This design comes from an exercise in tuning for small area and a short achievable clock period on the open sky130 flow, not from production work. Where RTL was checked, it was by simulation tests only, not by an equivalence proof against the original. No activity file was given, so power comes from the tool's default toggle rates.

## ember
## alu
module alu(FPUCLK, RST, A, B, CTRL, OUT);
  input FPUCLK, RST;
  input [31:0] A, B;
  input [2:0] CTRL;
  output [31:0] OUT;
  ...
Size: roughly 260 flip-flops, roughly 100 I/O pins, ~20000 um^2 of cells after synthesis.
==> flow/config.mk <==
export PLATFORM = sky130hd
export DESIGN_NAME = alu
export DESIGN_NICKNAME = alu
export VERILOG_FILES = /design/flow/design.v
export SDC_FILE = /design/flow/constraint.sdc
export NUM_CORES = 4
export LEC_CHECK = 0
export CAP_MARGIN = 20
export CELL_PAD_IN_SITES_DETAIL_PLACEMENT = 1
export CORE_MARGIN = 2
export CORE_UTILIZATION = 35
export SETUP_SLACK_MARGIN = 3.2
export SLEW_MARGIN = 20
export TNS_END_PERCENT = 5
==> flow/constraint.sdc <==
create_clock -name core_clock -period 7.0 [get_ports {FPUCLK}]
set_input_delay 1.4000 -clock core_clock [delete_from_list [all_inputs] [get_ports {FPUCLK}]]
set_output_delay 1.4000 -clock core_clock [all_outputs]
set_load 0.01 [all_outputs]
standard.sh (not shown) runs the stock make flow with config.mk's settings and CLKGATE_MAP_FILE= SYNTH_SCRIPT=/design/flow/synth_recipe.tcl, a recipe that flattens the netlist after the stock synthesis.
==> flow/flow/run.sh <==
#!/bin/bash
set -euo pipefail
cd "$(dirname "$0")/.."
export BUFFER_PORTS_ARGS="-buffer_cell sky130_fd_sc_hd__buf_2"
export SYNTH_ARGS="-noabc"
bash standard.sh > standard_flow.log 2>&1
ember closes out successfully: all stages finished, all timing, DRC and antenna checks passed.
Inputs modified between ember and garnet:
- a change of SETUP_SLACK_MARGIN from 3.2 to 2.8
## What came out
Going from ember to garnet, share of the clock period used by the worst path after layout +7.0 points, clock-pin transition on the worst setup and hold timing paths now sits at about the same level.
garnet: full flow OK, the timing, design-rule and antenna checks passed
Number of ordinary and repair buffers in the finished layout, garnet and ember: smaller value in ember
Diff ember -> garnet: internal power decreased by about 2% relative to the old numbers; total of cells resized after clock tree synthesis shrank by 2; final core area utilization went down; fraction of area in clock buffers and inverters level.
Looking at wire length across both flows, garnet is the stronger of the two, with ember trailing.
Setup changes, garnet to sierra
- a change of SETUP_SLACK_MARGIN from 2.8 to 4.4
==> comparison <==
- Sort garnet and sierra by switching share of power, descending, and sierra comes first.
- As far as number of sequential cells in the layout is concerned, garnet and sierra perform about the same.
- On post-layout utilization of the core: sierra sits above garnet.
- sierra vs garnet — total power climbed by a little under 10%
- Where leakage component of the power is concerned, garnet is better than sierra.
- Comparing garnet against sierra, there is no change at all in number of instances in the synthesized netlist.
- Of garnet and sierra, the higher fraction of final layout cells sized beyond drive strength 1 belongs to sierra.
- Max cell count across garnet and sierra: sierra
- Summed area of non-filler cells in the final layout went up by a few percent going from garnet to sierra.
- Comparing garnet and sierra, the lower final critical-path required period was measured on sierra.
No functional check of the RTL was part of any run of this note.

job 7672:
alu, a different RTL version from the one above (not shown whole).
For scale: ~2000 cells after synthesis, ~250 flip-flops, ~21000 um^2 of cells after synthesis.
// alu
module alu(FPUCLK, RST, A, B, CTRL, OUT);
  input FPUCLK, RST;
  input [31:0] A, B;
  input [2:0] CTRL;
  output [31:0] OUT;
  ...
export LEC_CHECK = 0
export CAP_MARGIN = 20
export CELL_PAD_IN_SITES_DETAIL_PLACEMENT = 1
export CORE_MARGIN = 2
export CORE_UTILIZATION = 35
export CTS_CLUSTER_DIAMETER = 80
export CTS_CLUSTER_SIZE = 30
export SETUP_SLACK_MARGIN = 3.6
export SLEW_MARGIN = 20
export TNS_END_PERCENT = 5
create_clock -name core_clock -period 7.0 [get_ports {FPUCLK}]
Scripts as last shown in full above: flow/flow/run.sh
Inputs modified between job 7672 and job 8613:
Settings: a change of CELL_PAD_IN_SITES_DETAIL_PLACEMENT from 1 to 0; a deleted CTS_CLUSTER_SIZE that had been 30; a deleted CTS_CLUSTER_DIAMETER that had been 80.
==> comparison <==
- Summary of job 8613 over job 7672: clock-buffer cell count rose by about 50%, worst slew margin relative to its limit rose by 3.9 points, minimum hold slack stayed essentially flat, final core utilization rose by 0.44 points.
- More vias were needed by job 7672 than by job 8613.
Setup changes, job 8613 to job 3722
Settings: changing CELL_PAD_IN_SITES_DETAIL_PLACEMENT from 0 to 1; changing SETUP_SLACK_MARGIN from 3.6 to 4.
diff --git a/flow/flow/run.sh b/flow/flow/run.sh
--- a/flow/flow/run.sh
+++ b/flow/flow/run.sh
@@ -5 +4,0 @@
-export SYNTH_ARGS="-noabc"
--- outcome ---
The higher clock skew came out of job 8613. The post-synth design cell area in job 3722 sits 130 um^2 above the value recorded for job 8613. Job 3722 vs. job 8613: global-route usage increased by 1.6 points relative to the old numbers, part of the power in registers picked up an extra 0.4 points.
Inputs modified between job 3722 and job 8464:
diff --git a/flow/flow/run.sh b/flow/flow/run.sh
--- a/flow/flow/run.sh
+++ b/flow/flow/run.sh
@@ -4,0 +5 @@
+export SYNTH_ARGS="-noabc"
==> comparison <==
- Comparing job 8464 and job 3722, the lower post-synthesis instance area was measured on job 8464.
- The buffer count excluding the clock tree in the final layout in job 8464 was lower than what job 3722 gave.
- Taking job 3722 as the reference, in job 8464 overall routing resource usage saw little to no change, met2 wirelength from detailed routing saw a decrease, power per cell area saw an increase, total placed instance area saw a decrease, maximum vdd drop saw an increase.
- Multi-input combinational gate total: job 8464 and job 3722 compared, lower one is job 3722
- Summary: post-route total power, job 8464 worse than job 3722
- As far as worst hold path cell count is concerned, job 8464 and job 3722 perform about the same.
- Relative to job 3722, routed wire length decreased by about 1.5% in job 8464.

Setup of job 392:
alu again, from the RTL that the note above started with.
==> flow/config.mk <==
export PLATFORM = sky130hd
export DESIGN_NAME = alu
export DESIGN_NICKNAME = alu
export VERILOG_FILES = /design/flow/design.v
export SDC_FILE = /design/flow/constraint.sdc
export NUM_CORES = 4
export LEC_CHECK = 0
export CAP_MARGIN = 20
export CELL_PAD_IN_SITES_DETAIL_PLACEMENT = 1
export CORE_MARGIN = 2
export CORE_UTILIZATION = 35
export SETUP_SLACK_MARGIN = 5
export SLEW_MARGIN = 20
export TNS_END_PERCENT = 5
==> flow/constraint.sdc <==
create_clock -name core_clock -period 7.0 [get_ports {FPUCLK}]
set_input_delay 1.4000 -clock core_clock [delete_from_list [all_inputs] [get_ports {FPUCLK}]]
set_output_delay 1.4000 -clock core_clock [all_outputs]
set_load 0.01 [all_outputs]
==> flow/flow/run.sh <==
#!/bin/bash
set -euo pipefail
cd "$(dirname "$0")/.."
export BUFFER_PORTS_ARGS="-buffer_cell sky130_fd_sc_hd__buf_2"
export SYNTH_ARGS="-noabc"
bash standard.sh > standard_flow.log 2>&1
Both conditions hold for job 392: the flow ran to the end and the final layout passed the timing, design-rule and antenna checks.
What job 9952 does differently from job 392 at the input level:
- SETUP_SLACK_MARGIN: 5 -> 3.6
- TNS_END_PERCENT: 5 -> 0
Findings:
- In summary, job 9952 completed successfully, with a layout that passed the timing, design-rule and antenna checks.
- Total power improves in job 9952 relative to job 392.
- Compared with job 392, job 9952 shows a lower core utilization.
- Job 9952 reports a lower worst setup slack than job 392 does.
- The final hold slack of job 9952 is lower than that of job 392.
[inputs] job 2309 vs job 9952
- changing SETUP_SLACK_MARGIN from 3.6 to 4
- changing TNS_END_PERCENT from 0 to 20
## What came out
- Between job 2309 and job 9952, the layout filler cell count is higher for job 9952.
- Job 9952 → job 2309: clock share of power fell by 0.4 points; filler-free cell count of the finished design has increased.
Edits applied to the flow inputs when going from job 2309 to job 9713:
- swapping 4 for 3.6 in SETUP_SLACK_MARGIN
- swapping 20 for 2 in TNS_END_PERCENT
[summary]
Job 9713 has completed all stages; timing, DRC and antenna checks passed. Taking job 2309 as the reference, in job 9713 setup slack climbed 9.7 ps; non-filler instance count after layout lower; clock power share climbed 0.4 points; overall global routing resource usage went down 0.87 points; sequential power has decreased. Between job 9713 and job 2309, the part of the cycle the worst path needs does not differ in any meaningful way.

==> static timing again, ports no longer ideal <==
The results above use ideal ports. As a check the final layouts listed here were re-extracted and re-timed, cells and wires unchanged. Step 1 assumes that a clkbuf_16 drives the clock port and a buf_2 every other input. Step 2 times the ports against the registers' clock, not the clock port: input delays grow and output delays shrink by t, the midpoint of the rising clock arrivals with the driver on. Three values: ideal ports, drivers, drivers and shift; two values: the first two.
run	t (ns)	setup WS [ns]	worst slew at a driven data input, ns
ember	0.620	3.155 / 3.155 / 2.632	0.04
garnet	0.619	2.662 / 2.662 / 2.373	0.04
sierra	0.646	3.229 / 3.229 / 3.033	0.06
job 7672	0.585	3.465 / 3.465 / 2.974	0.05
job 8613	0.620	3.492 / 3.492 / 2.968	0.04
job 3722	0.647	3.343 / 3.343 / 2.791	0.06
job 8464	0.623	3.539 / 3.539 / 2.958	0.04
job 392	0.621	3.546 / 3.546 / 3.327	0.07
job 9952	0.618	3.512 / 3.512 / 2.941	0.05
job 2309	0.621	3.503 / 3.503 / 3.274	0.08
job 9713	0.618	3.512 / 3.512 / 2.941	0.05
After both steps setup and hold are still met in every run listed. The setup slack of job 8464, which loses most, moves by 0.000 ns with the drivers and by -0.581 ns with both steps.
